Source: an optimization exercise on an open RTL-to-GDS flow (aim: small area, a short achievable clock period and few clock cycles per item). Production flows keep margins and buffers that such runs may drop.
No functional check of the RTL was part of any run shown here.
Power figures rest on the tool's default switching activity, not on a simulated workload.

==> flow/design.v, too long to show whole: its modules and the start of the top module <==
// module chacha_block: 41 lines
// module chacha_core: 23 lines
// module mac_csa_step: 2697 lines
// module mac_csa_fold: 591 lines
// module reduce_mod_poly1305: 9 lines
// module chacha20_poly1305_core: 112 lines
module chacha20_poly1305_core(
    input  wire clk,
    input  wire reset_n,
    input  wire init,
    input  wire encdec,
    input  wire [255:0] key,
    input  wire [95:0] nonce,
    input  wire [511:0] data_in,
    output reg  ready,
    output reg  valid,
    output reg  tag_ok,
    output wire [511:0] data_out,
    output wire [127:0] tag
);
  // ...
==> flow/run.sh <==
#!/bin/bash
# synth_recipe.tcl (not shown) runs the flow's synth.tcl, then flattens the netlist and writes it again
# the make line also repeats each setting of config.mk as NAME=value (left out here)
make -C /OpenROAD-flow-scripts/flow DESIGN_CONFIG=/design/flow/config.mk WORK_HOME=/design/flow/orfs CLKGATE_MAP_FILE= SYNTH_SCRIPT=/design/flow/synth_recipe.tcl finish
==> flow/config.mk <==
export PLATFORM = sky130hd
export DESIGN_NAME = chacha20_poly1305_core
export DESIGN_NICKNAME = chacha20_poly1305_core
export VERILOG_FILES = /design/flow/design.v
export SDC_FILE = /design/flow/constraint.sdc
export NUM_CORES = 8
export LEC_CHECK = 0
export CAP_MARGIN = 35
export CORE_MARGIN = 2
export CORE_UTILIZATION = 40
export SLEW_MARGIN = 35
==> flow/constraint.sdc <==
create_clock -name core_clock -period 22.0 [get_ports {clk}]
set_input_delay 4.4000 -clock core_clock [delete_from_list [all_inputs] [get_ports {clk}]]
set_output_delay 4.4000 -clock core_clock [all_outputs]
set_load 0.01 [all_outputs]
==> impl_results.md, run 1 <==
* Run status: timing/DRC/antenna clean
* YS warnings at 2
* Asr flop ratio synth at 15.3%
* Final hold vios at 0
* CLK BUF at 183
* Multi-input logic area at 112000 um^2
* Flop2flop setup slack at 11.44 ns
* Multi-input combinational area share at 64.0%
* Max VDD drop at 0.131 mV
* RR Endpoint: st[257]
* Worst path slowest cell: a21oi_1
* Post-synthesis cell type count at 101
* Clock skew at 0.0609 ns
* Largest registers: st x512, ms x138, mc x137
* Seq/Total Area, Yosys at 18.5%
* CP arrival at 11.24 ns
* Cell leakage power at 72.7 nW
* Post-Route WL at 1050000 um
* Setup WS post-layout at 11.44 ns
* Worst r2r path cells at 27
* Antenna Cells at 343
* Ranking of synthesized cells by area: edfxtp_1, fa_1, ha_1
* Most common cell after layout, fill and taps aside: clkdlybuf4s50_1
* Plain + repair buffers at 1986
* GR peak layer: met2
* Met1 Track Usage GR at 60.6%
* Top delay family on crit path: compound AO/OA/AOI/OAI gates
* Hold Buf Count CTS at 0
* Routed WL per cell at 44.6 um
* Routability cong. at 1.13
* Total track usage at 54.6%
* Power, Total at 16.3 mW
* Syn Std Cell Area at 147000 um^2
* Cell taking the most area after synthesis: edfxtp_1
* Fin crit share at 48.0%
* Seq cells at 929
* Yosys top cell area share at 16.1%
* Combinational power at 10.4 mW
* Die area at 373000 um^2
* Worst Hold Class: reg2reg
* H-Tree Depth at 4
* Post-Synthesis Cells at 17000
* Worst-Skew Late Latency at 0.99 ns
* Dpl cell area at 169000 um^2
* Syn avg cell area at 8.68 um^2
==> module chacha_core, before the edit <==
module chacha_core(
    input  wire [255:0] key,
    input  wire [95:0]  nonce,
    input  wire [511:0] data_in,
    input  wire [511:0] st,
    output wire [511:0] init_state,
    output wire [511:0] ff_out
);
    assign init_state = {
        32'h61707865, 32'h3320646e, 32'h79622d32, 32'h6b206574,
        key, 32'h0, nonce[31:0], nonce[95:64], nonce[63:32]
    };
    genvar i;
    generate
        for (i = 0; i < 16; i = i + 1) begin : g_ff
            if (i == 12)
                assign ff_out[511 - 32*i -: 32] = st[511 - 32*i -: 32] ^ data_in[511 - 32*i -: 32];
            else
                assign ff_out[511 - 32*i -: 32] =
                    (st[511 - 32*i -: 32] + init_state[511 - 32*i -: 32]) ^ data_in[511 - 32*i -: 32];
        end
    endgenerate
endmodule
==> module reduce_mod_poly1305, before the edit <==
module reduce_mod_poly1305(
    input  wire [131:0] y,
    output wire [129:0] r
);
    wire [3:0]   e  = {y[131:130], 2'b00} + {2'b00, y[131:130]};    
    wire [130:0] z  = {1'b0, y[129:0]} + {127'b0, e};                
    wire [130:0] z5 = {1'b0, y[129:0]} + {127'b0, e} + 131'd5;       
    assign r = z5[130] ? z5[129:0] : z[129:0];
endmodule
==> module chacha20_poly1305_core, before the edit <==
module chacha20_poly1305_core(
    input  wire clk,
    input  wire reset_n,
    input  wire init,
    input  wire encdec,
    input  wire [255:0] key,
    input  wire [95:0] nonce,
    input  wire [511:0] data_in,
    output reg  ready,
    output reg  valid,
    output reg  tag_ok,
    output wire [511:0] data_out,
    output wire [127:0] tag
);
    localparam K = 8;
    localparam W = 130 + K;
    localparam [2:0] S_IDLE = 3'd0, S_RND = 3'd1, S_FF = 3'd2, S_MUL = 3'd3,
                     S_F1 = 3'd4, S_F2 = 3'd5, S_F3 = 3'd6, S_F4 = 3'd7;
    reg [2:0]   state;
    reg [5:0]   cnt;
    reg [511:0] st;
    reg [129:0] acc;
    reg         acc_cy;
    reg [W-1:0] ms, mc;
    wire [511:0] init_state, ff_out, rnd_out;
    chacha_core u_core(.key(key), .nonce(nonce), .data_in(data_in), .st(st),
                       .init_state(init_state), .ff_out(ff_out));
    chacha_block u_blk(.ph(cnt[1:0]), .st(st), .nx(rnd_out));
    wire [K-1:0] digit = st[127 - K*cnt[3:0] -: K];
    wire [W-1:0] step_s, step_c, fold_s, fold_c;
    mac_csa_step u_step(.s(ms), .c(mc), .a(acc), .d(digit), .so(step_s), .co(step_c));
    mac_csa_fold u_fold(.s(ms), .c(mc), .so(fold_s), .co(fold_c));
    wire [131:0] ysum = ms[131:0] + mc[131:0];
    wire [129:0] red;
    reduce_mod_poly1305 u_red(.y(ms[131:0]), .r(red));
    wire [127:0] tag_sum = acc[127:0] + st[255:128];
    wire [65:0] acc_lo_sum = {1'b0, acc[64:0]} + {1'b0, data_in[64:0]};
    wire [64:0] acc_hi_sum = acc[129:65] + {2'b00, data_in[127:65]} + {64'b0, acc_cy};
    always @(posedge clk or negedge reset_n) begin
        if (!reset_n) begin
            state  <= S_IDLE;
            cnt    <= 6'd0;
            ready  <= 1'b1;
            valid  <= 1'b0;
            tag_ok <= 1'b0;
        end else begin
            valid  <= 1'b0;
            tag_ok <= 1'b0;
            case (state)
                S_IDLE: if (init) begin
                    state <= S_RND;
                    cnt   <= 6'd0;
                    ready <= 1'b0;
                end
                S_RND: begin
                    cnt <= cnt + 6'd1;
                    if (cnt == 6'd39) state <= S_FF;
                end
                S_FF: begin
                    cnt   <= 6'd0;
                    state <= S_MUL;
                end
                S_MUL: begin
                    cnt <= cnt + 6'd1;
                    if (cnt[3:0] == 4'd15) state <= S_F1;
                end
                S_F1: state <= S_F2;
                S_F2: state <= S_F3;
                S_F3: state <= S_F4;
                S_F4: begin
                    state  <= S_IDLE;
                    valid  <= 1'b1;
                    tag_ok <= 1'b1;
                    ready  <= 1'b1;
                end
            endcase
        end
    end
    always @(posedge clk or negedge reset_n) begin
        if (!reset_n) begin
            acc    <= 130'b0;
            acc_cy <= 1'b0;
        end else begin
            if (state == S_IDLE && init) begin
                acc[64:0] <= acc_lo_sum[64:0];
                acc_cy    <= acc_lo_sum[65];
            end else if (state == S_RND && cnt == 6'd0) begin
                acc[129:65] <= acc_hi_sum;
            end else if (state == S_F3) begin
                acc <= red;
            end
        end
    end
    always @(posedge clk) begin
        case (state)
            S_IDLE: if (init) st <= init_state;
            S_RND:  st <= rnd_out;
            S_FF:   st <= ff_out;
            default: ;
        endcase
        case (state)
            S_FF:  begin ms <= {W{1'b0}}; mc <= {W{1'b0}}; end
            S_MUL: begin ms <= step_s; mc <= step_c; end
            S_F1:  begin ms <= fold_s; mc <= fold_c; end
            S_F2:  ms[131:0] <= ysum;
            S_F4:  ms[127:0] <= tag_sum;
            default: ;
        endcase
    end
    assign data_out = st;
    assign tag = ms[127:0];
endmodule
==> run 2, diff against run 1 <==
--- a/flow/design.v
+++ b/flow/design.v
@@ -47,5 +47,6 @@
     input  wire [511:0] data_in,
-    input  wire [511:0] st,
+    input  wire [31:0]  x,
+    input  wire [3:0]   k,
     output wire [511:0] init_state,
-    output wire [511:0] ff_out
+    output wire [31:0]  y
 );
@@ -55,12 +56,5 @@
     };
-    genvar i;
-    generate
-        for (i = 0; i < 16; i = i + 1) begin : g_ff
-            if (i == 12)
-                assign ff_out[511 - 32*i -: 32] = st[511 - 32*i -: 32] ^ data_in[511 - 32*i -: 32];
-            else
-                assign ff_out[511 - 32*i -: 32] =
-                    (st[511 - 32*i -: 32] + init_state[511 - 32*i -: 32]) ^ data_in[511 - 32*i -: 32];
-        end
-    endgenerate
+    wire [31:0] iw = init_state[511 - 32*k -: 32];
+    wire [31:0] dw = data_in[511 - 32*k -: 32];
+    assign y = (x + iw) ^ dw;
 endmodule
@@ -3357,9 +3351,50 @@
 module reduce_mod_poly1305(
-    input  wire [131:0] y,
+    input  wire [137:0] s,
+    input  wire [137:0] c,
     output wire [129:0] r
 );
-    wire [3:0]   e  = {y[131:130], 2'b00} + {2'b00, y[131:130]};    
-    wire [130:0] z  = {1'b0, y[129:0]} + {127'b0, e};                
-    wire [130:0] z5 = {1'b0, y[129:0]} + {127'b0, e} + 131'd5;       
-    assign r = z5[130] ? z5[129:0] : z[129:0];
+    wire [137:0] ys;
+    wire         yc;
+    bk_add #(.N(138)) u_add(.a(s), .b(c), .ci(1'b0), .s(ys), .co(yc));
+    wire [138:0] y  = {yc, ys};
+    wire [8:0]   yh = y[138:130];
+    wire [11:0]  e  = {1'b0, yh, 2'b00} + {3'b000, yh};       
+    wire [11:0]  e5 = e + 12'd5;
+    wire [12:0]  lo  = {1'b0, y[11:0]} + {1'b0, e};
+    wire [12:0]  lo5 = {1'b0, y[11:0]} + {1'b0, e5};
+    wire [117:0] hi  = y[129:12];
+    wire [117:0] inc;
+    wire         all1;
+    bk_add #(.N(118)) u_inc(.a(hi), .b(118'b0), .ci(1'b1), .s(inc), .co(all1));
+    wire over = lo5[12] & all1;                                 
+    assign r = over ? {118'b0, lo5[11:0]} : {(lo[12] ? inc : hi), lo[11:0]};
+endmodule
+module bk_add #(parameter N = 128) (
+    input  wire [N-1:0] a,
+    input  wire [N-1:0] b,
+    input  wire         ci,
+    output wire [N-1:0] s,
+    output wire         co
+);
+    reg [N-1:0] g, p, gg, pp;
+    integer d, i;
+    always @* begin
+        g = a & b;
+        p = a ^ b;
+        gg = g;
+        gg[0] = g[0] | (p[0] & ci);
+        pp = p;
+        for (d = 1; d < N; d = d * 2)
+            for (i = 2 * d - 1; i < N; i = i + 2 * d) begin
+                gg[i] = gg[i] | (pp[i] & gg[i - d]);
+                pp[i] = pp[i] & pp[i - d];
+            end
+        for (d = 64; d >= 1; d = d / 2)
+            for (i = 3 * d - 1; i < N; i = i + 2 * d) begin
+                gg[i] = gg[i] | (pp[i] & gg[i - d]);
+                pp[i] = pp[i] & pp[i - d];
+            end
+    end
+    assign s  = p ^ {gg[N-2:0], ci};
+    assign co = gg[N-1];
 endmodule
@@ -3382,4 +3417,3 @@
     localparam W = 130 + K;
-    localparam [2:0] S_IDLE = 3'd0, S_RND = 3'd1, S_FF = 3'd2, S_MUL = 3'd3,
-                     S_F1 = 3'd4, S_F2 = 3'd5, S_F3 = 3'd6, S_F4 = 3'd7;
+    localparam [2:0] S_IDLE = 3'd0, S_RND = 3'd1, S_MUL = 3'd2, S_FIN = 3'd3, S_TAG = 3'd4;
     reg [2:0]   state;
@@ -3390,14 +3424,23 @@
     reg [W-1:0] ms, mc;
-    wire [511:0] init_state, ff_out, rnd_out;
-    chacha_core u_core(.key(key), .nonce(nonce), .data_in(data_in), .st(st),
-                       .init_state(init_state), .ff_out(ff_out));
+    wire rnd  = (state == S_RND);
+    wire mul  = (state == S_MUL);
+    wire last = rnd && (cnt == 6'd39);
+    wire [511:0] rnd_out;
     chacha_block u_blk(.ph(cnt[1:0]), .st(st), .nx(rnd_out));
-    wire [K-1:0] digit = st[127 - K*cnt[3:0] -: K];
-    wire [W-1:0] step_s, step_c, fold_s, fold_c;
+    wire [3:0]  t   = cnt[3:0];
+    wire        ring = mul && (t >= 4'd3) && (t <= 4'd14);
+    wire [3:0]  ffk = (t < 4'd3) ? (4'd13 + t) : (t - 4'd3);
+    wire [31:0] ffx = (t == 4'd0) ? st[95:64] : (t == 4'd1) ? st[63:32] :
+                      (t == 4'd2) ? st[31:0]  : st[511:480];
+    wire [511:0] init_state;
+    wire [31:0]  ffy;
+    chacha_core u_core(.key(key), .nonce(nonce), .data_in(data_in), .x(ffx), .k(ffk),
+                       .init_state(init_state), .y(ffy));
+    wire [K-1:0] digit = st[127 - K*t -: K];
+    wire [W-1:0] step_s, step_c;
     mac_csa_step u_step(.s(ms), .c(mc), .a(acc), .d(digit), .so(step_s), .co(step_c));
-    mac_csa_fold u_fold(.s(ms), .c(mc), .so(fold_s), .co(fold_c));
-    wire [131:0] ysum = ms[131:0] + mc[131:0];
     wire [129:0] red;
-    reduce_mod_poly1305 u_red(.y(ms[131:0]), .r(red));
-    wire [127:0] tag_sum = acc[127:0] + st[255:128];
+    reduce_mod_poly1305 u_red(.s(ms), .c(mc), .r(red));
+    wire [127:0] tag_sum;
+    bk_add #(.N(128)) u_tag(.a(acc[127:0]), .b(st[255:128]), .ci(1'b0), .s(tag_sum), .co());
     wire [65:0] acc_lo_sum = {1'b0, acc[64:0]} + {1'b0, data_in[64:0]};
@@ -3421,8 +3464,4 @@
                 S_RND: begin
-                    cnt <= cnt + 6'd1;
-                    if (cnt == 6'd39) state <= S_FF;
-                end
-                S_FF: begin
-                    cnt   <= 6'd0;
-                    state <= S_MUL;
+                    cnt <= (cnt == 6'd39) ? 6'd0 : cnt + 6'd1;
+                    if (cnt == 6'd39) state <= S_MUL;
                 end
@@ -3430,8 +3469,6 @@
                     cnt <= cnt + 6'd1;
-                    if (cnt[3:0] == 4'd15) state <= S_F1;
+                    if (t == 4'd15) state <= S_FIN;
                 end
-                S_F1: state <= S_F2;
-                S_F2: state <= S_F3;
-                S_F3: state <= S_F4;
-                S_F4: begin
+                S_FIN: state <= S_TAG;
+                S_TAG: begin
                     state  <= S_IDLE;
@@ -3441,2 +3478,3 @@
                 end
+                default: state <= S_IDLE;
             endcase
@@ -3452,5 +3490,5 @@
                 acc_cy    <= acc_lo_sum[65];
-            end else if (state == S_RND && cnt == 6'd0) begin
+            end else if (rnd && cnt == 6'd0) begin
                 acc[129:65] <= acc_hi_sum;
-            end else if (state == S_F3) begin
+            end else if (state == S_FIN) begin
                 acc <= red;
@@ -3459,17 +3497,35 @@
     end
+    genvar i;
+    generate
+        for (i = 0; i < 16; i = i + 1) begin : g_st
+            always @(posedge clk) begin
+                if (state == S_IDLE)
+                    st[511 - 32*i -: 32] <= init_state[511 - 32*i -: 32];
+                else if (rnd) begin
+                    if (i == 12)
+                        st[511 - 32*i -: 32] <= rnd_out[511 - 32*i -: 32] ^
+                                                (data_in[511 - 32*i -: 32] & {32{last}});
+                    else
+                        st[511 - 32*i -: 32] <= rnd_out[511 - 32*i -: 32];
+                end else if (mul) begin
+                    if (i >= 13) begin
+                        if (t == i - 13) st[511 - 32*i -: 32] <= ffy;
+                    end else if (i == 11) begin
+                        if (ring) st[511 - 32*i -: 32] <= ffy;
+                    end else if (i < 11) begin
+                        if (ring) st[511 - 32*i -: 32] <= st[511 - 32*(i+1) -: 32];
+                    end
+                end
+            end
+        end
+    endgenerate
     always @(posedge clk) begin
-        case (state)
-            S_IDLE: if (init) st <= init_state;
-            S_RND:  st <= rnd_out;
-            S_FF:   st <= ff_out;
-            default: ;
-        endcase
-        case (state)
-            S_FF:  begin ms <= {W{1'b0}}; mc <= {W{1'b0}}; end
-            S_MUL: begin ms <= step_s; mc <= step_c; end
-            S_F1:  begin ms <= fold_s; mc <= fold_c; end
-            S_F2:  ms[131:0] <= ysum;
-            S_F4:  ms[127:0] <= tag_sum;
-            default: ;
-        endcase
+        if (rnd) begin
+            ms <= {W{1'b0}};
+            mc <= {W{1'b0}};
+        end else begin
+            ms <= step_s;
+            mc <= step_c;
+            if (state == S_TAG) ms[127:0] <= tag_sum;
+        end
     end
==> impl_results.md, run 2 <==
* Run status: timing/DRC/antenna clean
* GRT overflow at 0
* Worst path slowest cell: a311o_1
* Rows at 207
* Flop2flop setup slack at 11.41 ns (-0.03 ns)
* Post-Route Setup TNS at 0 ns
* Core area at 319000 um^2
* Yosys top cell area share at 19.0% (+3.0 points)
* Ports at 1511
* Vias in the first global route at 127000
* Switching pwr at 9.49 mW
* Die area at 325000 um^2 (-13%)
* Setup slack at placement at 11.28 ns
* Largest registers: st x512, ms x138, mc x137
* Initial antenna violation count at 325
* Critical-path cell list: ha_1, nand4_1, nor3_1, o211ai_1, a311oi_1, nor4_1, nor3b_2, xor2_1, mux2_2, inv_1, ha_1, a211oi_1, o21ai_0, buf_4, o41a_1, o21ai_0, o41ai_1, buf_4, a2111oi_0, a311o_1, mux2i_1, a211oi_1, a21o_1
* Yosys reg bits at 929
* Num CTS Buffers at 142
* Vias per inst at 6.92
* Antenna Nets Post-Route at 0
* Critical Path Stages at 23
* DR pass1 iterations at 9
* # setup viols final at 0
* CTS root buffer: clkbuf_16
* Hpwl dp at 806000 um
* Worst r2r path cells at 23 (-15%)
* Max reg flops at 512
* Cell taking the most area after synthesis: fa_1
* RSZ-0062 raised after global routing: no
* Filler Cell Count at 30600
* Post-Route WL at 996000 um (-4.7%)
* Clock slew at the register clock pins of the worst setup and hold paths at 0.07 ns
* Total track usage at 59.7% (+5.2 points)
* Pins Over Slew Limit at 0
* Ys flop type: dfxtp_1
* Fmax at 94.4 MHz
* Commonest cells after routing, fill and taps aside: inv_1, clkdlybuf4s50_1, nand2_1
* Clock skew at 0.0701 ns (+0.00915 ns)
* Fin crit share at 48.1% (+0.14 points)
* Final hold vios at 0 (unchanged)
* Post_cts resized at 0
* Nets at 18900
* Multi-input logic area at 96900 um^2 (-14%)
* Worst Path Buf+Inv at 3
* Seq/Total Area, Yosys at 17.8% (-0.68 points)
* Non-filler cells, final at 20600
* Syn Std Cell Area at 128000 um^2 (-13%)
* Top delay family on crit path: compound AO/OA/AOI/OAI gates
* DR DRC count at 0
* Int Power at 9.01 mW
* Syn avg cell area at 8.81 um^2 (+1.5%)
* Fin crit period at 10.59 ns
* Setup WS post-layout at 11.41 ns (-0.0318 ns)
* Placed cell count at 20000
* Clock buffer depth at 4
* Post-Synthesis Cells at 14600 (-14%)
* Largest reg by FF count: st
* CP required at 22.72 ns
* Routability cong. at 1.18 (+4.8%)
* Reg2reg start: st[363]
* Slew headroom at 18.6%
* Comb pwr share at 70.4%
* Routed WL per cell at 48.4 um (+8.4%)
* YS warnings at 5 (+3)
* Syn_nets at 17500
* Asr flop ratio synth at 15.3% (unchanged)
* CP Launch Type: flip-flop
* Crit Path Max Fanout at 7
* Ranking of synthesized cells by area: fa_1, ha_1, edfxtp_1
* Max-cap viol count at 0
* Num Clock Sinks at 929
* CP Capture Type: flip-flop
* Postcts setup bufs at 0
* Initial core utilization at 40.3%
* Synthesis-to-finish area growth at 22.4%
* I/O Buffers at 1509
* Sequential share of power at 15.7%
* Top cells by count, synth: inv_1, nand2_1, fa_1, a21oi_1, ha_1
* Post-synthesis cell type count at 93 (-7.9%)
* Count leader, synth: inv_1
* Die Width at 570 um
* Most common cell after layout, fill and taps aside: inv_1
* First-pass GRT wire length at 1270000 um
* H-Tree Depth at 4 (unchanged)
* HP Start: acc_cy
* CP arrival at 11.31 ns (+0.07 ns)
* Net switching fraction of the power at 51.3%
* CP startpoint: st[363]
* Die Y at 570 um
* Worst setup path end: st[243]
* Slew @ Worst Pin at 1.22 ns
* RR Endpoint: st[243]
* 1st-iter DRT viols at 23900
* Worst Hold Class: reg2reg
* Pwr Density at 118 nW/um^2
* Clock share of power at 13.9%
* Max VDD drop at 0.271 mV (+110%)
* Vias at 143000
* Cell leakage power at 67.3 nW (-7.4%)
* Layout cell share with drive strength beyond 1 at 8.98%
* Worst path max stage delay at 1.00 ns
* Register area at 22800 um^2
* CTS tree: yes
* Largest net degree at the start of global routing at 131
* Hold Buf Count CTS at 0 (unchanged)
* Worst-Skew Late Latency at 0.93 ns (-0.06 ns)
* Number of synthesized flops with an enable pin at 352
* WS Path Type: reg2reg
[run 2: changes by cell type in the layout (fill, tap and decap cells not counted), moves of 197 or more]
cell,change
and2_1,-595
dfxtp_1,+435
edfxtp_1,-435
ha_1,-244
inv_1,+291
mux4_2,+207
nor2b_1,+668
o21ai_0,-218
xnor2_1,-772
xor2_1,-197
[run 2: how the worst min path moves through the flow]
stage | endpoint | slack [ns] | depth (start not counted)
2_1_floorplan | state[1] | 0.48 | 1
6_report | acc_cy | 0.51 | 1
3_5_place_dp | acc_cy | 0.50 | 1
5_1_grt | acc_cy | 0.53 | 1
3_3_place_gp | acc_cy | 0.49 | 1
4_1_cts | acc_cy | 0.51 | 1
[run 2: cell type report]
cell class / count / share of cell area, %
multi-input combinational: 11100 / 61.7
tap: 4180 / 3.33
clock buffer: 186 / 2.57
inverter: 1701 / 4.08
clock inverter: 66 / 0.508
sequential: 929 / 14.5
antenna: 371 / 0.591
timing repair buffer: 2095 / 12.6
[run 2: worst reg2reg max path: stages (launching register included)]
cell and delay (ns):
edfxtp_1 0.77, ha_1 0.70, nand4_1 0.26, nor3_1 0.27
o211ai_1 0.29, a311oi_1 0.92, nor4_1 0.14, nor3b_2 0.82
xor2_1 0.42, mux2_2 0.53, inv_1 0.10, ha_1 0.32
a211oi_1 0.30, o21ai_0 0.22, buf_4 0.23, o41a_1 0.46
o21ai_0 0.63, o41ai_1 0.19, buf_4 0.19, a2111oi_0 0.39
a311o_1 1.00, mux2i_1 0.18, a211oi_1 0.89, a21o_1 0.20
[run 2: power groups by stage]
stage	Clock (mW)	Combinational [mW]	Sequential [mW]
after floorplan	0	8.04	2.55
after global placement	0	12.2	2.91
after detailed placement	0	12.4	2.90
after CTS	2.53	12.5	2.86
after global routing	2.58	14.1	2.89
final	2.57	13.0	2.90
[run 2: stage by stage]
| stage | instance area [um^2] | power, mW | hold WS [ns] | util [%] |
|---|---|---|---|---|
| 6_report | 157000 | 18.5 | 0.513 | 49.3 |
| 5_1_grt | 156000 | 19.6 | 0.531 | 49.1 |
| 2_1_floorplan | 128000 | 10.6 | 0.478 | - |
| 3_3_place_gp | 150000 | 15.1 | 0.493 | 47.1 |
| 3_5_place_dp | 151000 | 15.3 | 0.495 | 47.3 |
| 4_1_cts | 156000 | 17.9 | 0.510 | 48.9 |
[run 2: logic make-up (layout without fill, tap and decap cells)]
kind of cell             count (synthesis)  in the layout  synth area share (%)
XOR/XNOR                               934            934                  6.72
adder cells (fa/ha/maj)               2114           2114                  27.8
multiplexers                           575            575                  7.12
AND/OR/NAND/NOR                       3807           3807                  14.5
other                                    0            371                     0
AO/OA/AOI/OAI                         3640           3640                  18.2
buffers and inverters                 2562           4048                  7.90
flip-flops                             929            929                  17.8
[run 2: per-layer routing]
layer  GRT usage, %  up-vias  wire length (um)  share of wire, %
met2           79.0    14200            382000                38
met5           1.70        -              1240              0.12
met1           64.5    70700            328000                33
met4           61.5       90            126000                13
li1               -    53300                 -                 -
met3           33.6     4274            159000                16

## what the ideal ports hide
Ports are ideal in the flow. The routed layouts listed here were re-timed in OpenROAD. Step 1: set_driving_cell puts a clkbuf_16 on clk and a buf_2 on each other input, an assumption about the parent block. Step 2 also shifts input and output timing later by t, the mid clock arrival at the registers, as if the neighbouring blocks saw the same clock. Three values: no drivers, after step 1, after step 2; two values: the first two.
| run | t (ns) | setup slack, ns | worst data-port slew with drivers (ns) |
|---|---|---|---|
| run 1 | 1.102 | 11.443 / 11.443 / 11.025 | 0.47 |
| run 2 | 1.029 | 11.411 / 11.411 / 10.804 | 0.74 |
After both steps setup and hold are still met in every run listed. For run 2, which loses most, drivers alone change the setup slack by 0.000 ns; drivers and shift together by -0.607 ns.
